This is an optimization exercise on Yosys and OpenROAD, whose aim is small area, a short achievable clock period and few clock cycles, not a production implementation. At most, simulation tests tie the RTL to the original design; equivalence was not proved. The RTL of runs 1 and 2 was laid out without a check of its function. Power and IR drop assume default switching activity.

[flow/config.mk]
export PLATFORM = sky130hd
export DESIGN_NAME = ATCONV
export DESIGN_NICKNAME = ATCONV
export VERILOG_FILES = /design/flow/design.v
export SDC_FILE = /design/flow/constraint.sdc
export NUM_CORES = 4
export LEC_CHECK = 0
export ABC_CLOCK_PERIOD_IN_PS = 2400
export CAP_MARGIN = 20
export CORE_MARGIN = 2
export CORE_UTILIZATION = 40
export PLACE_DENSITY = 0.6
export SETUP_SLACK_MARGIN = 2.6
export SLEW_MARGIN = 20
[flow/run.sh]
#!/bin/bash
# synth_recipe.tcl (not shown) runs the flow's synth.tcl, then flattens the netlist and writes it again
# the make line also repeats each setting of config.mk as NAME=value (left out here)
make -C /OpenROAD-flow-scripts/flow DESIGN_CONFIG=/design/flow/config.mk WORK_HOME=/design/flow/orfs CLKGATE_MAP_FILE= SYNTH_SCRIPT=/design/flow/synth_recipe.tcl finish
[flow/design.v]
`timescale 1ns/10ps
module  ATCONV(
	input		clk,
	input		reset,
	output	reg	busy,
	input		ready,
	output reg	[11:0]	iaddr,
	input signed [12:0]	idata,
	output	reg 	cwr,
	output  reg	[11:0]	caddr_wr,
	output reg 	[12:0] 	cdata_wr,
	output	 	crd,
	output 	[11:0] 	caddr_rd,
	input 	[12:0] 	cdata_rd,
	output reg 	csel
	);
assign crd = 1'b0;
assign caddr_rd = 12'd0;
localparam [12:0] BIAS = 13'h1FF4;    
localparam [12:0] NBIAS = 13'h000C;   
reg        done;       
reg        ending;     
reg  [5:0] bi;         
reg        g;          
reg  [1:0] ph;         
reg        vm1;        
wire [5:0] x = iaddr[5:0];
wire active = busy & ~ending | ~busy & ~done & ready;
reg  [5:0] bi_n;
reg        g_n, vm1_n;
reg  [1:0] ph_n;
reg  [5:0] x_n;
always @(*) begin
	bi_n = bi; g_n = g; ph_n = ph + 2'd1; x_n = x; vm1_n = vm1;
	if (ph == 2'd2) begin
		ph_n = 2'd0;
		g_n = ~g;
		if (g) begin
			if (vm1)
				vm1_n = 1'b0;
			else if (x == 6'd63) begin
				x_n = 6'd0;
				vm1_n = 1'b1;
				bi_n = bi + 6'd1;
			end else
				x_n = x + 6'd1;
		end
	end
end
wire [4:0] bim = bi_n[4:0];
reg  [5:0] row_n;
always @(*) begin
	case (ph_n)
		2'd0:    row_n = (bim == 5'd0)  ? 6'd0  : {bim - 5'd1, g_n};
		2'd1:    row_n = {bim, g_n};
		default: row_n = (bim == 5'd31) ? 6'd63 : {bim + 5'd1, g_n};
	endcase
end
reg d_top, d_mid, d_bot;   
reg d_fl;                  
reg d_vm1;                 
reg d_v1;                  
reg d_bi0;                 
reg f_valid;               
always @(posedge clk) begin
	if (reset) begin
		busy <= 1'b0;
		done <= 1'b0;
		bi <= 6'd0;
		g <= 1'b0;
		ph <= 2'd0;
		vm1 <= 1'b1;
		iaddr <= 12'd0;
		d_top <= 1'b0; d_mid <= 1'b0; d_bot <= 1'b0;
		d_fl <= 1'b0; d_vm1 <= 1'b0; d_v1 <= 1'b0; d_bi0 <= 1'b0;
		f_valid <= 1'b0;
	end else begin
		if (~busy & ~done & ready) busy <= 1'b1;
		if (active) begin
			bi <= bi_n; g <= g_n; ph <= ph_n; vm1 <= vm1_n;
			iaddr <= {row_n, x_n};
		end
		d_top <= active & (ph == 2'd0);
		d_mid <= active & (ph == 2'd1);
		d_bot <= active & (ph == 2'd2);
		d_fl  <= vm1 | (x == 6'd0);
		d_vm1 <= vm1;
		d_v1  <= ~vm1 & (x == 6'd1);
		d_bi0 <= (bi == 6'd0);
		if (d_bot)
			f_valid <= d_fl ? ~d_bi0 : ~d_v1;
		if (ending) begin
			busy <= 1'b0;
			done <= 1'b1;
		end
	end
end
reg  [12:0] dreg;
always @(posedge clk) dreg <= idata;
wire [12:0] d2 = {2'b0, dreg[12:2]};
wire [12:0] d3 = {3'b0, dreg[12:3]};
wire [12:0] d4 = {4'b0, dreg[12:4]};
wire [12:0] sterm = d_mid ? d2 : d4;
reg  [12:0] sf0, sf1, sf2, sf3;
reg  [12:0] pf0, pf1, pf2, pf3;
reg  [12:0] acc_s, acc_c, acc_o;
wire [12:0] left = d_fl ? sf3 : sf1;
wire [12:0] o_add = ~d_fl ? ~sterm :
                    d_top ? (d_vm1 ? sf3 : sf1) :
                    d_mid ? NBIAS : 13'd0;
always @(posedge clk) begin
	acc_s <= (d_top ? BIAS : acc_s) - sterm;
	acc_c <= (d_top ? left : acc_c) + (d_mid ? dreg : ~d3) + {12'd0, ~d_mid};
	acc_o <= (d_top ? pf1  : acc_o) + o_add + {12'd0, ~d_fl};
end
wire finish = busy & d_top;
always @(posedge clk) begin
	if (finish) begin
		sf0 <= sf1; sf1 <= sf2; sf2 <= sf3; sf3 <= acc_s;
		pf0 <= pf1; pf1 <= pf2; pf2 <= pf3; pf3 <= acc_c;
	end
end
reg [11:0] mx;
reg l1a, l1b;
wire wr0 = finish & f_valid & ~ending;
always @(posedge clk) begin
	if (reset) begin
		cwr <= 1'b0;
		csel <= 1'b1;
		caddr_wr <= 12'h3FF;
		l1a <= 1'b0; l1b <= 1'b0;
		ending <= 1'b0;
	end else begin
		l1a <= wr0 & ~csel & ~caddr_wr[6] & caddr_wr[0];
		l1b <= l1a;
		cwr <= wr0 | l1b;
		if (wr0) begin
			cdata_wr <= acc_o[12] ? 13'd0 : acc_o;
			csel <= 1'b0;
			if (csel)
				caddr_wr <= {caddr_wr[9:5] + {4'd0, &caddr_wr[4:0]}, 1'b0, caddr_wr[4:0] + 5'd1, 1'b0};
			else if (~caddr_wr[6])
				caddr_wr[6] <= 1'b1;
			else begin
				caddr_wr[6] <= 1'b0;
				caddr_wr[0] <= 1'b1;
			end
		end else if (l1b) begin
			cdata_wr <= {{1'b0, mx[11:4]} + {8'd0, mx[3:0] != 4'd0}, 4'd0};
			csel <= 1'b1;
			caddr_wr <= {2'b00, caddr_wr[11:7], caddr_wr[5:1]};
			if ((&caddr_wr[11:7]) & (&caddr_wr[5:1])) ending <= 1'b1;
		end
	end
end
always @(posedge clk) begin
	if (cwr & ~csel) begin
		if ((~caddr_wr[6] & ~caddr_wr[0]) | (cdata_wr[11:0] > mx))
			mx <= cdata_wr[11:0];
	end
end
endmodule
[flow/constraint.sdc]
create_clock -name core_clock -period 5.0 [get_ports {clk}]
set_input_delay 1.0000 -clock core_clock [delete_from_list [all_inputs] [get_ports {clk}]]
set_output_delay 1.0000 -clock core_clock [all_outputs]
set_load 0.01 [all_outputs]
==> flow_summary.json, run 1 <==
{
  "path_clk_slew_ps": 60,
  "max-cap-violations": 0,
  "status": "no timing/DRC/antenna violations",
  "grt_setup_unrepaired": "true",
  "cts_root_buffer": "clkbuf_16",
  "max_stage_delay_ps": 350,
  "cts_buffers": 24,
  "drtPass1Iterations": 5,
  "grt_start_max_net_pins": 80,
  "setup_violations": 0,
  "die-area_um2": 25700,
  "fin_skew_ps": 9.31,
  "hold_path_end": "pf2[3]$_DFFE_PP_",
  "cp_top_family": "compound AO/OA/AOI/OAI gates",
  "required_ps": 5390,
  "min-delay-start": "pf3[3]$_DFFE_PP_",
  "placementRows": 57,
  "die_w_um": 160,
  "crit_chain": "buf_12, mux2i_2, nor2_2, a21oi_2, fa_2, inv_2, fa_2, a21o_1, a21oi_2, nor2_1, o31a_1, o211ai_1, a31oi_1, xnor2_1",
  "clock_latency_ps": 500,
  "multi_input_area_um2": 4820,
  "routed_wl_um": 20200,
  "drive_gt1_frac": 0.219,
  "reg2reg_depth": 14,
  "ys.flop_type": "edfxtp_1",
  "grt_pass1_wl_um": 32800,
  "yosysWarnings": 1,
  "tns_ps": 0,
  "worst_setup_path_end_kind": "flip-flop",
  "gr-total-overflow": 0,
  "clock-sinks": 204,
  "finalHoldViolations": 0,
  "path_max_fanout": 5,
  "drc": 0,
  "antenna_found_initial": 0,
  "area_growth_pct": 26.6,
  "hold_ws_ps": 414,
  "period_minus_slack_ps": 2860,
  "cts.htree.levels": 1,
  "synthArstFlopShare": 0,
  "cts_tree": "yes",
  "yosysMostFrequentCell": "edfxtp_1",
  "numPortBuffers": 55,
  "ys_seq_area_frac": 0.523,
  "r2r_slack_ps": 2140,
  "io_pins": 82,
  "netlist_top_cells_count": "103 x edfxtp_1, 101 x dfxtp_1, 91 x nor2_1",
  "worstMarginPinSlew_ps": 661,
  "power_density_nw_per_um2": 432,
  "grt_pass1_vias": 6337,
  "synth_area_leaders": "edfxtp_1 32%, dfxtp_1 21%, ha_1 7.4%",
  "syn_inst": 905,
  "avgSynthCellArea_um2": 10.8,
  "power_mw": 5.35,
  "synth-edff-count": 103,
  "cp_num_buf_inv": 2,
  "drt_iter0_markers": 364,
  "ant_nets": 0,
  "gp_congestion": 0.811,
  "crit_arrival_ps": 3250,
  "antenna_cells": 0,
  "syn_area_um2": 9790,
  "start_util": 0.405,
  "fmax_mhz": 350,
  "hold_path_depth": 0,
  "die_y_um": 160,
  "cts_buffer_depth": 3,
  "slew_violations": 0,
  "core_area_um2": 24200,
  "period_share": 0.572,
  "vdd_drop_max_v": 0.000212,
  "ys_seq_elements": 204,
  "via_per_inst": 5.00,
  "regArea_um2": 5170,
  "hpwlAfterDp_um": 13000,
  "nFillCells": 2151,
  "critical_path_class": "flip-flop to flip-flop",
  "start_kind": "flip-flop",
  "cts-hold-fix-buffers": 0,
  "p_leak_nw": 4.86,
  "critical-path-slowest-cell": "dfxtp_4",
  "slew_headroom": 0.559,
  "timing.rr.start": "d_fl$_SDFF_PP0_",
  "yosysTopAreaCellShare": 0.316,
  "synth_cell_type_count": 66,
  "worstReg2RegEnd": "acc_c[12]$_DFF_P_",
  "grt_util_all_layers": 0.155,
  "fin_nets": 1103,
  "synth_area_leader_cell": "edfxtp_1",
  "wl_per_cell_um": 15.0,
  "holdCritPathClass": "flip-flop to flip-flop",
  "via_count": 6759
}
[flip-flops by register name (all words and copies together) (netlist names), 12 cells and up]
| signal | count |
|---|---|
| acc_c | 13 |
| sf2 | 13 |
| sf3 | 13 |
| caddr_wr | 12 |
| mx | 12 |
| pf2 | 13 |
| dreg | 13 |
| pf1 | 13 |
| acc_o | 13 |
| acc_s | 13 |
| cdata_wr | 13 |
| pf3 | 13 |
| sf1 | 13 |
| iaddr | 12 |
[power by group]
part	total (mW)	switching [mW]	internal [mW]
sequential	2.17	0.148	2.02
combinational	1.56	0.750	0.805
clock	1.63	0.668	0.963
total	5.35	1.57	3.78
[worst reg2reg max path: stages (launching register included)]
cell and delay [ps]:
dfxtp_4 350, buf_12 110, mux2i_2 260, nor2_2 60, a21oi_2 170, fa_2 250, inv_2 40, fa_2 330
a21o_1 180, a21oi_2 150, nor2_1 70, o31a_1 270, o211ai_1 230, a31oi_1 130, xnor2_1 140
[metal layers]
layer  share of wire  global-route usage  vias to the layer above  wire length, um
li1                -                   -                     3444                -
met5               0                   0                        -                0
met2            0.44               0.236                      128             8950
met1            0.51               0.235                     3161            10300
met3           0.036              0.0201                       26              730
met4           0.014              0.0336                        0              282
[layout make-up]
class / count / area share
well taps: 324 / 0.0327
repair buffers: 115 / 0.0891
multi-input cells: 627 / 0.389
flip-flops and latches: 204 / 0.417
clock inverters: 14 / 0.00767
inverters: 39 / 0.0124
clock buffers: 30 / 0.0520
[worst max-delay path by stage]
| stage | from | endpoint | slack (ps) | depth (start not counted) |
|---|---|---|---|---|
| 2_1_floorplan | d_top$_SDFF_PP0_ | acc_o[12]$_DFF_P_ | 2230 | 12 |
| 3_3_place_gp | d_mid$_SDFF_PP0_ | acc_o[12]$_DFF_P_ | 1640 | 12 |
| 3_5_place_dp | d_mid$_SDFF_PP0_ | acc_o[12]$_DFF_P_ | 1600 | 12 |
| 4_1_cts | d_fl$_SDFF_PP0_ | acc_c[12]$_DFF_P_ | 2110 | 14 |
| 5_1_grt | d_fl$_SDFF_PP0_ | acc_o[12]$_DFF_P_ | 2030 | 12 |
| 6_report | d_fl$_SDFF_PP0_ | acc_c[12]$_DFF_P_ | 2140 | 14 |
[metrics by stage]
step | setup slack, ps | area (um2) | instances | util
finish | 2140 | 12400 | 1353 | 0.513
detailed placement | 1600 | 10700 | 1254 | 0.442
global placement | 1640 | 10700 | 1254 | 0.442
global route | 2030 | 12400 | 1353 | 0.513
CTS | 2110 | 12000 | 1334 | 0.496
floorplan | 2230 | 10000 | 917 | -
[kinds of logic after synthesis]
logic type,count (synthesis),share of synthesized area
flops,204,0.523
fa+ha+maj,63,0.0844
other cells,1,0.000383
mux,51,0.0538
compound gates,170,0.110
buf+inv,86,0.0400
simple gates,277,0.141
xor+xnor,53,0.0474
[what timing repair did]
| action | 4_1_cts | 5_1_grt |
|---|---|---|
| setup buffers | 34 | 19 |
| cloned | 2 | 0 |
| resized for setup | 109 | 57 |
| pin swaps | 26 | 37 |
| endpoints found under the setup margin | 121 | 58 |
[cell usage in the layout (no fill, tap or decap), drive strengths merged, types with 16 or more instances in the layout]
master / n
buf: 58
nor2: 91
nand3: 21
o21ai: 51
mux2i: 38
nand2: 56
dfxtp: 101
xnor2: 37
ha: 58
clkdlybuf4s50: 18
edfxtp: 103
clkbuf: 30
a21oi: 43
xor2: 16
nor3: 20
inv: 37
dlygate4sd2: 33
==> run 2, diff against run 1 <==
==> flow/config.mk (replaced) <==
export PLATFORM = sky130hd
export DESIGN_NAME = ATCONV
export DESIGN_NICKNAME = ATCONV
export VERILOG_FILES = /design/flow/design.v
export SDC_FILE = /design/flow/constraint.sdc
export NUM_CORES = 4
export LEC_CHECK = 0
export ABC_CLOCK_PERIOD_IN_PS = 2100
export CAP_MARGIN = 20
export CORE_MARGIN = 2
export CORE_UTILIZATION = 40
export PLACE_DENSITY = 0.6
export SETUP_SLACK_MARGIN = 2.9
export SLEW_MARGIN = 20
==> run 2 against run 1 <==
Effect of this change: combinational power grew 15%; clock power is essentially flat; final area grew 9.3%; cell count grew 6.1%; non-clock buffer count grew 80; worst hold slack gained 4.3 ps; clock skew grew 1.8 ps; first-iteration DRC count grew 15%; critical endpoint unchanged.
==> flow_summary.json, run 2 <==
{
  "crit_arrival_ps": 3260,
  "required_ps": 5400,
  "syn_inst": 905,
  "final_cells": 1436,
  "grt_pass1_wl_um": 35500,
  "clock_latency_ps": 510,
  "synth_area_leaders": "edfxtp_1 32%, dfxtp_1 21%, ha_1 7.4%",
  "slew_headroom": 0.525,
  "status": "no timing/DRC/antenna violations",
  "drc": 0,
  "yosysWarnings": 1,
  "cts_buffers": 24,
  "period_minus_slack_ps": 2860,
  "finalHoldViolations": 0,
  "switching_power_mw": 1.67,
  "drive_gt1_frac": 0.377,
  "max_stage_delay_ps": 350,
  "fmax_mhz": 349,
  "antenna_cells": 0,
  "syn_area_um2": 9790,
  "cp_num_buf_inv": 2,
  "vdd_drop_max_v": 0.000287,
  "clkPwrFrac": 0.294,
  "seqPwrFrac": 0.385,
  "final_common_cell": "edfxtp_1",
  "netlist_top_cells_count": "103 x edfxtp_1, 101 x dfxtp_1, 91 x nor2_1",
  "p_int_mw": 3.94,
  "critical-path-slowest-cell": "dfxtp_4",
  "synth_area_leader_cell": "edfxtp_1",
  "start_util": 0.405,
  "via_per_inst": 5.11,
  "max-cap-violations": 0,
  "wl_per_cell_um": 15.8,
  "power_density_nw_per_um2": 414,
  "drtPass1Iterations": 5,
  "ys_seq_area_frac": 0.523,
  "fin_skew_ps": 11.1,
  "grt_pass1_vias": 7041,
  "worst_setup_path_end_kind": "flip-flop",
  "via_count": 7335,
  "ant_nets": 0,
  "clock-sinks": 204,
  "cts_buffer_depth": 3,
  "grt_util_all_layers": 0.167,
  "grt_start_max_net_pins": 79,
  "cts-hold-fix-buffers": 0,
  "hpwlAfterDp_um": 13100,
  "crit_chain": "buf_12, mux2i_1, nor2_1, a21oi_2, fa_2, inv_2, fa_2, a21o_1, a21oi_2, nor2_2, o31a_1, o211ai_1, a31oi_1, xnor2_1",
  "antenna_found_initial": 0,
  "switching_share": 0.297,
  "critical_path_class": "flip-flop to flip-flop",
  "grt_setup_unrepaired": "true",
  "die_w_um": 160,
  "core_area_um2": 24200,
  "yosysMostFrequentCell": "edfxtp_1",
  "synth_cell_type_count": 66,
  "io_pins": 82,
  "mostFrequentLayoutCells": "103 x edfxtp_1, 100 x buf_4, 80 x nor2_1",
  "p_comb_frac": 0.321,
  "ys.flop_type": "edfxtp_1",
  "worstMarginPinSlew_ps": 713,
  "die_y_um": 160,
  "slew_violations": 0,
  "cts.htree.levels": 1,
  "drt_iter0_markers": 419,
  "placementRows": 57,
  "synthArstFlopShare": 0,
  "setup_violations": 0,
  "period_share": 0.573,
  "placed_cells": 1254,
  "start_kind": "flip-flop",
  "area_growth_pct": 38.3,
  "tns_ps": 0,
  "cp_top_family": "compound AO/OA/AOI/OAI gates",
  "yosysTopAreaCellShare": 0.316,
  "fin_nets": 1186,
  "path_clk_slew_ps": 60,
  "p_leak_nw": 5.30,
  "fin_util": 0.560,
  "cts_tree": "yes",
  "die-area_um2": 25700,
  "holdCritPathClass": "flip-flop to flip-flop",
  "numPortBuffers": 55,
  "synth-edff-count": 103,
  "power_mw": 5.60,
  "avgSynthCellArea_um2": 10.8,
  "gr-total-overflow": 0,
  "path_max_fanout": 5,
  "routed_wl_um": 22600,
  "cts_root_buffer": "clkbuf_16",
  "gp_congestion": 0.827,
  "ys_seq_elements": 204
}
-- run 2: area by class of cell --
cell class,instances,area (um2)
Sequential cell,204,5220
Clock inverter,17,116
Timing Repair Buffer,195,1740
Inverter,39,154
Clock buffer,27,633
Multi-Input combinational cell,630,5270
Fill cell,1992,10600
Tap cell,324,405
-- run 2: worst paths after layout --
path / start / end / slack [ps] / cells after the start
setup / recovery: d_fl$_SDFF_PP0_ / acc_c[12]$_DFF_P_ / 2140 / 14
hold / removal: pf3[11]$_DFFE_PP_ / pf2[11]$_DFFE_PP_ / 420 / 0
setup reg to reg: d_fl$_SDFF_PP0_ / acc_c[12]$_DFF_P_ / 2140 / 14
hold reg to reg: pf3[11]$_DFFE_PP_ / pf2[11]$_DFFE_PP_ / 420 / 0
-- run 2: worst reg2reg max path: cells and delay by family (launching register included) --
kind	cells	cell delay, ps
AO/OA/AOI/OAI	6	1180
flip-flops	1	350
AND/OR/NAND/NOR	2	130
multiplexers	1	200
buffers and inverters	2	160
XOR/XNOR	1	140
adder cells (fa/ha/maj)	2	580
-- run 2: cell families (layout without fill, tap and decap cells) --
group / after synthesis / count (layout) / synth area share
flops: 204 / 204 / 0.523
mux: 51 / 51 / 0.0538
simple gates: 277 / 279 / 0.141
compound gates: 170 / 170 / 0.110
fa+ha+maj: 63 / 63 / 0.0844
other cells: 1 / 13 / 0.000383
xor+xnor: 53 / 54 / 0.0474
buf+inv: 86 / 278 / 0.0400
-- run 2: stage by stage --
step,hold slack (ps),setup slack (ps),instance area (um2)
2_1_floorplan,400,2230,10100
4_1_cts,417,2120,12900
5_1_grt,425,1980,13500
3_5_place_dp,405,1600,10800
6_report,418,2140,13500
3_3_place_gp,400,1630,10800
-- run 2: metal layers --
metal | vias up | GRT usage | wire length, um
li1 | 3628 | - | -
met1 | 3513 | 0.236 | 10600
met4 | 0 | 0.0389 | 462
met2 | 159 | 0.274 | 10700
met5 | - | 0 | 0
met3 | 35 | 0.0245 | 925
-- run 2: repair_timing --
item / 4_1_cts / 5_1_grt
setup buffers: 97 / 35
cloned: 3 / 3
pin swaps: 63 / 60
endpoints found under the setup margin: 209 / 86
endpoints found under the hold margin: 0 / 0
gates resized for setup: 281 / 105
-- run 2: power by group through the flow --
stage / Sequential [mW] / Clock [mW] / Combinational, mW
after floorplan: 2.13 / 0 / 1.08
after global placement: 2.20 / 0 / 1.23
after detailed placement: 2.21 / 0 / 1.26
after CTS: 2.16 / 1.68 / 1.64
after global routing: 2.19 / 1.75 / 1.99
final: 2.16 / 1.64 / 1.80
==> run 3, diff against run 2 <==
--- a/flow/design.v
+++ b/flow/design.v
@@ -108,10 +108,30 @@
 wire [12:0] o_add = ~d_fl ? ~sterm :
                     d_top ? (d_vm1 ? sf3 : sf1) :
                     d_mid ? NBIAS : 13'd0;
+function [12:0] add13;
+	input [12:0] a, b;
+	input        ci;
+	reg   [12:0] p, gg, pp;
+	integer      k, i, j;
+	begin
+		p  = a ^ b;
+		gg = a & b;
+		gg[0] = gg[0] | (p[0] & ci);
+		pp = p;
+		for (k = 0; k < 4; k = k + 1)
+			for (i = 0; i < 13; i = i + 1)
+				if (i[k]) begin
+					j = ((i >> k) << k) - 1;
+					gg[i] = gg[i] | (pp[i] & gg[j]);
+					pp[i] = pp[i] & pp[j];
+				end
+		add13 = p ^ {gg[11:0], ci};
+	end
+endfunction
 always @(posedge clk) begin
-	acc_s <= (d_top ? BIAS : acc_s) - sterm;
-	acc_c <= (d_top ? left : acc_c) + (d_mid ? dreg : ~d3) + {12'd0, ~d_mid};
-	acc_o <= (d_top ? pf1  : acc_o) + o_add + {12'd0, ~d_fl};
+	acc_s <= add13(d_top ? BIAS : acc_s, ~sterm, 1'b1);
+	acc_c <= add13(d_top ? left : acc_c, d_mid ? dreg : ~d3, ~d_mid);
+	acc_o <= add13(d_top ? pf1  : acc_o, o_add, ~d_fl);
 end
 wire finish = busy & d_top;
 always @(posedge clk) begin
==> flow/config.mk (replaced) <==
export PLATFORM = sky130hd
export DESIGN_NAME = ATCONV
export DESIGN_NICKNAME = ATCONV
export VERILOG_FILES = /design/flow/design.v
export SDC_FILE = /design/flow/constraint.sdc
export NUM_CORES = 4
export LEC_CHECK = 0
export CAP_MARGIN = 20
export CORE_MARGIN = 2
export CORE_UTILIZATION = 40
export PLACE_DENSITY = 0.6
export SETUP_SLACK_MARGIN = 2.8
export SLEW_MARGIN = 20
==> run 3 against run 2 <==
Effect of this change: first-iteration DRC count down 23%; total power down 4.9%; combinational power is 19% lower; clock power increased by 5%; setup slack gained 58 ps; clock skew up 8.0 ps; register-to-register slack improved by 60 ps; critical path depth fell by 3; critical endpoint is now acc_s[9]$_DFF_P_; worst hold slack worse by 6.1 ps; core utilization shrank 3.2 points; sequential power barely moved; still clean on timing, DRC and antenna.
==> flow_summary.json, run 3 <==
{
  "status": "no timing/DRC/antenna violations",
  "p_leak_nw": 5.29,
  "drtPass1Iterations": 5,
  "slew_violations": 0,
  "via_per_inst": 4.95,
  "cts_root_buffer": "clkbuf_16",
  "vdd_drop_max_v": 0.000290,
  "tns_ps": 0,
  "fin_skew_ps": 19.1,
  "final_common_cell": "edfxtp_1",
  "cts.htree.levels": 1,
  "switching_power_mw": 1.49,
  "crit_arrival_ps": 3200,
  "max-cap-violations": 0,
  "die_y_um": 162,
  "yosysMostFrequentCell": "edfxtp_1",
  "mostFrequentLayoutCells": "103 x edfxtp_1, 75 x nor2_1, 69 x dfxtp_1",
  "ys.flop_type": "edfxtp_1",
  "syn_area_um2": 9970,
  "fin_area_um2": 12900,
  "drive_gt1_frac": 0.272,
  "finalHoldViolations": 0,
  "placed_cells": 1241,
  "timing.rr.start": "d_mid$_SDFF_PP0_",
  "cp_num_buf_inv": 2,
  "place_ws_ps": 1410,
  "synth_cell_type_count": 71,
  "placed_area_um2": 10900,
  "routed_wl_um": 21000,
  "holdCritPathClass": "flip-flop to flip-flop",
  "path_max_fanout": 7,
  "grt_pass1_wl_um": 33400,
  "critical-path-slowest-cell": "a2111oi_4",
  "antenna_found_initial": 0,
  "grt_pass1_vias": 6509,
  "path_clk_slew_ps": 60,
  "die-area_um2": 26200,
  "core_area_um2": 24400,
  "period_share": 0.561,
  "yosysWarnings": 1,
  "fmax_mhz": 357,
  "synth_area_leader_cell": "edfxtp_1",
  "ys_seq_area_frac": 0.513,
  "cts-hold-fix-buffers": 0,
  "yosysTopAreaCellShare": 0.310,
  "grt_util_all_layers": 0.157,
  "power_mw": 5.33,
  "hold_ws_ps": 412,
  "antenna_cells": 0,
  "switching_share": 0.280,
  "hpwlAfterDp_um": 12900,
  "slew_headroom": 0.518,
  "netlist_top_cells_count": "103 x edfxtp_1, 101 x dfxtp_1, 81 x nor2_1",
  "synth_area_leaders": "edfxtp_1 31%, dfxtp_1 20%, ha_1 6.9%",
  "nFillCells": 2154,
  "grt_setup_unrepaired": "true",
  "max_stage_delay_ps": 430,
  "worstReg2RegEnd": "acc_s[9]$_DFF_P_",
  "syn_inst": 890,
  "setup_violations": 0,
  "worstMarginPinSlew_ps": 724,
  "fin_nets": 1125,
  "reg2reg_depth": 11,
  "clkPwrFrac": 0.325,
  "wl_per_cell_um": 15.3,
  "gr-total-overflow": 0,
  "start_util": 0.409,
  "io_pins": 82,
  "min-delay-start": "pf3[4]$_DFFE_PP_",
  "drc": 0,
  "cts_buffer_depth": 3,
  "numPortBuffers": 55,
  "ant_nets": 0,
  "gp_congestion": 0.835,
  "power_density_nw_per_um2": 414,
  "hold_path_depth": 0,
  "area_growth_pct": 29.2,
  "fin_ws_ps": 2200,
  "grt_start_max_net_pins": 79,
  "clock-sinks": 204,
  "seqPwrFrac": 0.402,
  "r2r_slack_ps": 2200,
  "synthArstFlopShare": 0,
  "critical_path_class": "flip-flop to flip-flop",
  "crit_chain": "o21ai_4, buf_6, ha_4, inv_2, fa_2, a21o_1, a21o_1, a2111oi_4, o21bai_4, fa_2, xor2_1",
  "clock_latency_ps": 510,
  "drt_iter0_markers": 324,
  "ys_seq_elements": 204,
  "fin_util": 0.528,
  "worst_setup_path_end_kind": "flip-flop",
  "cts_tree": "yes",
  "final_cells": 1368,
  "required_ps": 5390,
  "synth-edff-count": 103,
  "placementRows": 57,
  "hold_path_end": "pf2[4]$_DFFE_PP_",
  "avgSynthCellArea_um2": 11.2,
  "cts_buffers": 24,
  "p_int_mw": 3.83,
  "p_comb_frac": 0.272,
  "start_kind": "flip-flop",
  "via_count": 6772,
  "period_minus_slack_ps": 2800,
  "cp_top_family": "compound AO/OA/AOI/OAI gates",
  "die_w_um": 162
}
-- run 3: cell types whose count changed in the layout (fill, tap and decap cells not counted), moves of 8 or more --
cell | before | now
dfxtp_4 | 25 | 15
buf_4 | 100 | 66
clkdlybuf4s15_2 | 8 | 0
dlygate4sd2_1 | 0 | 26
buf_6 | 37 | 16
ha_1 | 30 | 49
a21o_1 | 7 | 19
inv_1 | 31 | 60
dfxtp_2 | 9 | 17
ha_4 | 20 | 4
o21ai_0 | 36 | 22
buf_2 | 20 | 0
mux2i_1 | 29 | 42
-- run 3: how the worst max path moves through the flow --
stage | end | slack [ps] | depth (start not counted) | from
6_report | acc_s[9]$_DFF_P_ | 2200 | 11 | d_mid$_SDFF_PP0_
4_1_cts | acc_o[8]$_DFF_P_ | 2190 | 14 | d_vm1$_SDFF_PP0_
3_3_place_gp | acc_o[9]$_DFF_P_ | 1420 | 13 | d_top$_SDFF_PP0_
5_1_grt | acc_o[8]$_DFF_P_ | 2070 | 14 | d_vm1$_SDFF_PP0_
2_1_floorplan | acc_o[9]$_DFF_P_ | 2200 | 15 | d_fl$_SDFF_PP0_
3_5_place_dp | acc_o[9]$_DFF_P_ | 1410 | 13 | d_top$_SDFF_PP0_
-- run 3: layout make-up --
class | count | area, um2 | area share
Inverter | 70 | 265 | 0.0206
Clock buffer | 35 | 673 | 0.0523
Sequential cell | 204 | 5190 | 0.403
Clock inverter | 8 | 119 | 0.00923
Multi-Input combinational cell | 582 | 4900 | 0.380
Tap cell | 324 | 405 | 0.0315
Timing Repair Buffer | 145 | 1320 | 0.103
-- run 3: timing repair --
item | in CTS | in global routing
gates resized for setup | 138 | 80
buffers inserted | 54 | 27
pin swaps | 28 | 52
setup endpoints to repair | 201 | 89
cloned | 3 | 0
-- run 3: cell families after synthesis --
logic type                 Yosys count  synth area share
xor gates and xnor gates            53            0.0492
DFF                                204             0.513
AOI/OAI and AO/OA                  153             0.101
and+or+nand+nor                    236             0.126
adders and majority gates           69            0.0972
other                                1          0.000376
buffers and inverters              118            0.0564
muxes                               56            0.0576
-- run 3: power groups by stage --
stage / registers (mW) / logic [mW] / clock network, mW
floorplan: 2.12 / 0.988 / 0
global placement: 2.19 / 1.11 / 0
detailed placement: 2.19 / 1.13 / 0
CTS: 2.14 / 1.26 / 1.78
global route: 2.17 / 1.61 / 1.85
finish: 2.14 / 1.45 / 1.73
-- run 3: metal layers --
metal | global-route usage | wire, um
met5 | 0 | 0
met4 | 0.0467 | 397
met3 | 0.0189 | 753
met2 | 0.245 | 9480
met1 | 0.229 | 10300
Testbench counts of run 3, summed over its fixed seeds: cycles 199,952.
==> run 4, diff against run 3 <==
--- a/flow/config.mk
+++ b/flow/config.mk
@@ -9,5 +9,5 @@
 export CORE_MARGIN = 2
 export CORE_UTILIZATION = 40
 export PLACE_DENSITY = 0.6
-export SETUP_SLACK_MARGIN = 2.8
+export SETUP_SLACK_MARGIN = 2.6
 export SLEW_MARGIN = 20
==> run 4 against run 3 <==
Effect of this change: still clean on timing, DRC and antenna; clock skew decreased by 10 ps; non-clock buffer count decreased by 36; total power decreased by 2.3%; core utilization decreased by 2.1 points; area after synthesis unchanged; fmax decreased by 2.1%; wire length decreased by 4.8%; sequential power about the same; sequential cell count unchanged; sequential share of layout area increased by 1.5 points; count of clock-buffer cells in the layout decreased by 4.
==> flow_summary.json, run 4 <==
{
  "switching_power_mw": 1.49,
  "worstMarginPinSlew_ps": 977,
  "critical-path-slowest-cell": "fa_1",
  "die_y_um": 162,
  "required_ps": 5450,
  "fin_nets": 1086,
  "grt_util_all_layers": 0.155,
  "synth_cell_type_count": 71,
  "fin_skew_ps": 8.65,
  "drt_iter0_markers": 315,
  "max-cap-violations": 0,
  "yosysMostFrequentCell": "edfxtp_1",
  "reg2reg_depth": 13,
  "p_int_mw": 3.71,
  "slew_headroom": 0.349,
  "period_minus_slack_ps": 2870,
  "clock-sinks": 204,
  "die-area_um2": 26200,
  "drc": 0,
  "cp_num_buf_inv": 2,
  "start_util": 0.409,
  "tns_ps": 0,
  "core_area_um2": 24400,
  "cts-hold-fix-buffers": 0,
  "synth-edff-count": 103,
  "synth_area_leaders": "edfxtp_1 31%, dfxtp_1 20%, ha_1 6.9%",
  "use_met3": 0.0235,
  "grt_start_max_net_pins": 79,
  "nFillCells": 2156,
  "path_clk_slew_ps": 60,
  "path_max_fanout": 3,
  "drtPass1Iterations": 5,
  "path_common_cell": "a21oi_2",
  "switching_share": 0.287,
  "clock_latency_ps": 510,
  "gp_congestion": 0.860,
  "ys_seq_elements": 204,
  "cp-endpoint": "acc_o[8]$_DFF_P_",
  "yosysTopAreaCellShare": 0.310,
  "start_kind": "flip-flop",
  "finalHoldViolations": 0,
  "io_pins": 82,
  "mostFrequentLayoutCells": "103 x edfxtp_1, 75 x dfxtp_1, 73 x nor2_1",
  "setup_violations": 0,
  "syn_area_um2": 9970,
  "netlist_top_cells_count": "103 x edfxtp_1, 101 x dfxtp_1, 81 x nor2_1",
  "cts_tree": "yes",
  "worst_setup_path_end_kind": "flip-flop",
  "syn_inst": 890,
  "status": "no timing/DRC/antenna violations",
  "hpwlAfterDp_um": 13100,
  "antenna_cells": 0,
  "max_stage_delay_ps": 430,
  "clkPwrFrac": 0.309,
  "seqPwrFrac": 0.412,
  "p_comb_frac": 0.279,
  "slew_violations": 0,
  "cts_buffers": 23,
  "period_share": 0.573,
  "grt_pass1_vias": 6451,
  "fin_util": 0.507,
  "vdd_drop_max_v": 0.000228,
  "area_growth_pct": 24.1,
  "routed_wl_um": 20000,
  "numPortBuffers": 55,
  "crit_chain": "mux2i_1, o22a_1, fa_2, inv_2, fa_2, a21o_1, a21oi_2, o21bai_1, a21oi_2, o21bai_2, a21oi_2, fa_1, inv_1",
  "gr-total-overflow": 0,
  "avgSynthCellArea_um2": 11.2,
  "power_density_nw_per_um2": 421,
  "cts_root_buffer": "clkbuf_16",
  "synthArstFlopShare": 0,
  "wl_per_cell_um": 15.0,
  "path_depth": 13,
  "worstReg2RegEnd": "acc_o[8]$_DFF_P_",
  "drive_gt1_frac": 0.216,
  "r2r_slack_ps": 2130,
  "p_leak_nw": 5.12,
  "yosysWarnings": 1,
  "synth_area_leader_cell": "edfxtp_1",
  "critical_path_class": "flip-flop to flip-flop",
  "grt_pass1_wl_um": 33100,
  "grt_setup_unrepaired": "true",
  "worstSetupStartpoint": "sf3[0]$_DFFE_PP_",
  "cp_top_family": "compound AO/OA/AOI/OAI gates",
  "ys_seq_area_frac": 0.513,
  "cts.htree.levels": 1,
  "ant_nets": 0,
  "fmax_mhz": 349,
  "placementRows": 57,
  "final_common_cell": "edfxtp_1",
  "grtUsageMet1": 0.229,
  "holdCritPathClass": "flip-flop to flip-flop",
  "use_met2": 0.240,
  "via_count": 6547,
  "cts_buffer_depth": 3,
  "busiest_layer": "met2",
  "ys.flop_type": "edfxtp_1",
  "crit_arrival_ps": 3310,
  "timing.rr.start": "sf3[0]$_DFFE_PP_",
  "die_w_um": 162,
  "via_per_inst": 4.93,
  "antenna_found_initial": 0
}
## run 4: metal layers
metal / vias up / part of all wire
met4: 0 / 0.019
met1: 3084 / 0.49
met2: 131 / 0.44
li1: 3305 / -
met5: - / 0
met3: 27 / 0.042
## run 4: worst min path at each step
stage	cells after the start	start	slack, ps	end
finish	0	pf3[5]$_DFFE_PP_	420	pf2[5]$_DFFE_PP_
global route	0	sf2[0]$_DFFE_PP_	420	sf1[0]$_DFFE_PP_
CTS	0	pf3[5]$_DFFE_PP_	420	pf2[5]$_DFFE_PP_
detailed placement	0	pf2[9]$_DFFE_PP_	400	pf1[9]$_DFFE_PP_
global placement	0	sf2[8]$_DFFE_PP_	400	sf1[8]$_DFFE_PP_
floorplan	0	acc_s[10]$_DFF_P_	400	sf3[10]$_DFFE_PP_
## run 4: metrics by stage
stage	total power, mW	cells	area (um2)	worst slack (ps)	hold WS, ps
floorplan	3.10	902	10200	2170	400
global placement	3.29	1242	10900	1560	401
detailed placement	3.32	1242	10900	1530	405
CTS	5.09	1319	12100	2220	418
global route	5.53	1329	12400	2030	420
finish	5.20	1329	12400	2130	417
## run 4: final cells by class
type                    count  area, um2  area share
repair buffers            109       1050      0.0848
clock buffers              31        646      0.0522
flip-flops and latches    204       5170       0.418
well taps                 324        405      0.0328
inverters                  70        268      0.0216
multi-input cells         580       4750       0.384
clock inverters            11       86.3     0.00698
## run 4: power by group through the flow
stage	registers, mW	clock network, mW	logic [mW]
after CTS	2.14	1.65	1.29
after detailed placement	2.19	0	1.13
after floorplan	2.12	0	0.975
after global routing	2.17	1.73	1.62
final	2.15	1.61	1.45
after global placement	2.18	0	1.11
## run 4: kinds of logic (layout without fill, tap and decap cells)
| group | count (synthesis) | in the layout | share of synthesized area |
|---|---|---|---|
| simple gates | 236 | 236 | 0.126 |
| flops | 204 | 204 | 0.513 |
| compound gates | 153 | 153 | 0.101 |
| buf+inv | 118 | 221 | 0.0564 |
| fa+ha+maj | 69 | 69 | 0.0972 |
| mux | 56 | 56 | 0.0576 |
| xor+xnor | 53 | 53 | 0.0492 |
| other cells | 1 | 13 | 0.000376 |
## run 4: repair_timing
| action | CTS | global route |
|---|---|---|
| setup buffers | 34 | 10 |
| gates cloned | 1 | 0 |
| pin swaps | 27 | 30 |
| endpoints found under the setup margin | 182 | 54 |
| gates resized for setup | 111 | 59 |
==> run 5, diff against run 4 <==
--- a/flow/config.mk
+++ b/flow/config.mk
@@ -7,7 +7,8 @@
 export LEC_CHECK = 0
 export CAP_MARGIN = 20
 export CORE_MARGIN = 2
-export CORE_UTILIZATION = 40
-export PLACE_DENSITY = 0.6
+export CORE_UTILIZATION = 60
+export CTS_BUF_LIST = sky130_fd_sc_hd__clkbuf_4 sky130_fd_sc_hd__clkbuf_8
+export PLACE_DENSITY = 0.75
 export SETUP_SLACK_MARGIN = 2.6
 export SLEW_MARGIN = 20
==> run 5 against run 4 <==
Effect of this change: count of clock-buffer cells in the layout rose by 26; largest cell class unchanged; critical path depth rose by 1; still clean on timing, DRC and antenna; synthesized cell count did not move; final area fell by 0.34%; die area fell by 33%; highest routed layer unchanged; register-to-register slack barely moved; cell count fell by 5.6%; wire length rose by 8.4%.
==> flow_summary.json, run 5 <==
{
  "status": "no timing/DRC/antenna violations",
  "fin_skew_ps": 24.3,
  "gr-total-overflow": 0,
  "synthArstFlopShare": 0,
  "crit_arrival_ps": 3340,
  "grt_start_max_net_pins": 79,
  "synth-edff-count": 103,
  "grt_pass1_wl_um": 33400,
  "routed_wl_um": 21700,
  "yosysTopAreaCellShare": 0.310,
  "grt_setup_unrepaired": "true",
  "die-area_um2": 17700,
  "multi_input_area_um2": 4800,
  "fin_util": 0.751,
  "hpwlAfterDp_um": 13100,
  "antenna_found_initial": 0,
  "die_w_um": 133,
  "slew_violations": 0,
  "antenna_cells": 0,
  "required_ps": 5470,
  "core_area_um2": 16400,
  "start_kind": "flip-flop",
  "max_stage_delay_ps": 450,
  "synth_area_leaders": "edfxtp_1 31%, dfxtp_1 20%, ha_1 6.9%",
  "cts_buffers": 36,
  "tns_ps": 0,
  "finalHoldViolations": 0,
  "via_count": 6942,
  "netlist_top_cells_count": "103 x edfxtp_1, 101 x dfxtp_1, 81 x nor2_1",
  "gp_congestion": 0.892,
  "drc": 0,
  "max-cap-violations": 0,
  "path_clk_slew_ps": 60,
  "via_per_inst": 5.53,
  "final_common_cell": "edfxtp_1",
  "holdCritPathClass": "flip-flop to flip-flop",
  "area_growth_pct": 23.7,
  "cts_root_buffer": "clkbuf_8",
  "placementRows": 47,
  "vdd_drop_max_v": 0.000426,
  "syn_area_um2": 9970,
  "start_util": 0.607,
  "cp_num_buf_inv": 2,
  "syn_inst": 890,
  "path_common_cell": "fa_2",
  "ant_nets": 0,
  "setup_violations": 0,
  "clock_latency_ps": 540,
  "cts_buffer_depth": 3,
  "ys_seq_area_frac": 0.513,
  "worstMarginPinSlew_ps": 993,
  "io_pins": 82,
  "nFillCells": 1083,
  "period_share": 0.574,
  "ys.flop_type": "edfxtp_1",
  "mostFrequentLayoutCells": "103 x edfxtp_1, 77 x nor2_1, 77 x dfxtp_1",
  "cts.htree.levels": 2,
  "critical-path-slowest-cell": "fa_2",
  "grt_pass1_vias": 6745,
  "cts_tree": "yes",
  "avgSynthCellArea_um2": 11.2,
  "drtPass1Iterations": 5,
  "numPortBuffers": 55,
  "regArea_um2": 5160,
  "synth_area_leader_cell": "edfxtp_1",
  "clock-sinks": 204,
  "grt_util_all_layers": 0.235,
  "critical_path_class": "flip-flop to flip-flop",
  "synth_cell_type_count": 71,
  "crit_chain": "nand2_4, o21ai_4, o22a_1, fa_2, inv_2, fa_2, a21o_1, a21oi_4, o21bai_1, a21oi_2, o21bai_2, a21oi_2, fa_2, inv_1",
  "yosysMostFrequentCell": "edfxtp_1",
  "die_y_um": 133,
  "path_max_fanout": 8,
  "period_minus_slack_ps": 2870,
  "fin_nets": 1106,
  "drt_iter0_markers": 518,
  "yosysWarnings": 1,
  "fmax_mhz": 349,
  "power_density_nw_per_um2": 425,
  "slew_headroom": 0.338,
  "drive_gt1_frac": 0.249,
  "cp_top_family": "compound AO/OA/AOI/OAI gates",
  "p_leak_nw": 5.13,
  "worst_setup_path_end_kind": "flip-flop",
  "wl_per_cell_um": 17.3,
  "ys_seq_elements": 204
}
## run 5: metrics by stage
stage / cell area (um2) / setup WS, ps / power (mW) / instances / hold slack, ps
2_1_floorplan: 10200 / 2170 / 3.10 / 902 / 400
5_1_grt: 12300 / 1990 / 5.52 / 1255 / 414
3_3_place_gp: 10700 / 1590 / 3.25 / 1136 / 400
3_5_place_dp: 10700 / 1440 / 3.32 / 1136 / 405
6_report: 12300 / 2130 / 5.24 / 1255 / 406
4_1_cts: 11800 / 2160 / 5.01 / 1226 / 409
## run 5: cell type report
cell class,count,area share
inverter,70,0.0215
sequential,204,0.419
clock inverter,8,0.00528
multi-input combinational,581,0.390
tap,220,0.0223
clock buffer,57,0.0550
timing repair buffer,115,0.0874
## run 5: worst paths after layout
| kind | startpoint | cells after the start | end | slack [ps] |
|---|---|---|---|---|
| worst min register to register | pf3[5]$_DFFE_PP_ | 0 | pf2[5]$_DFFE_PP_ | 410 |
| worst min-delay path | pf3[5]$_DFFE_PP_ | 0 | pf2[5]$_DFFE_PP_ | 410 |
| worst max register to register | d_mid$_SDFF_PP0_ | 14 | acc_o[8]$_DFF_P_ | 2130 |
| worst max-delay path | d_mid$_SDFF_PP0_ | 14 | acc_o[8]$_DFF_P_ | 2130 |
## run 5: where the power goes
| group | internal, mW | total, mW | switching [mW] |
|---|---|---|---|
| logic | 0.747 | 1.51 | 0.765 |
| clock network | 0.911 | 1.58 | 0.671 |
| registers | 2.02 | 2.14 | 0.124 |
| total | 3.68 | 5.24 | 1.56 |
## run 5: cell families after synthesis
| kind of cell | synth area share |
|---|---|
| and+or+nand+nor | 0.126 |
| DFF | 0.513 |
| AOI/OAI and AO/OA | 0.101 |
| buffers and inverters | 0.0564 |
| adders and majority gates | 0.0972 |
| muxes | 0.0576 |
| xor gates and xnor gates | 0.0492 |
| other | 0.000376 |
## run 5: worst register-to-register path, cell delays in order (launching register included)
cell and delay (ps):
dfxtp_4 420, nand2_4 80, o21ai_4 80, o22a_1 220
fa_2 210, inv_2 40, fa_2 330, a21o_1 210
a21oi_4 140, o21bai_1 100, a21oi_2 180, o21bai_2 120
a21oi_2 180, fa_2 460, inv_1 60
## run 5: repair_timing
item,in CTS,in global routing
buffers inserted,23,28
endpoints found under the setup margin,141,52
pin swaps,16,42
resized for setup,97,70
hold buffers,0,0
gates cloned,2,1
## run 5: routing by layer
metal  global-route usage  up-vias  share of wire  wire (um)
met4               0.0627        0          0.019        401
met2                0.382      190           0.49      10600
met1                0.322     3361           0.44       9620
li1                     -     3357              -          -
met3               0.0513       34          0.047       1020
met5                    0        -              0          0

==> afterwards: timing with drivers on the ports <==
The flow's constraints put no driver on any port. The routed layouts listed below were extracted and timed again, unchanged, in two steps.
Step 1, drivers: a clkbuf_16 drives clk and a buf_2 each remaining input, both assumed.
Step 2, shift: input delay + t, output delay - t, t = (earliest + latest rising clock arrival at the registers) / 2. This alone moves slack from input paths to output paths.
a / b / c = ideal / step 1 / step 2; a / b = the first two.
run | t (ns) | setup WS [ns] | worst data-port slew with drivers (ns) | cell pins on the clock port's net
run 1 | 0.544 | 2.140 / 2.140 / 2.140 | 0.03 | 1
run 2 | 0.547 | 2.137 / 2.137 / 2.137 | 0.03 | 1
run 3 | 0.542 | 2.195 / 2.195 / 2.195 | 0.03 | 1
run 4 | 0.548 | 2.135 / 2.135 / 2.135 | 0.03 | 1
run 5 | 0.564 | 2.131 / 2.131 / 2.131 | 0.03 | 1
After both steps every run listed still meets setup and hold.
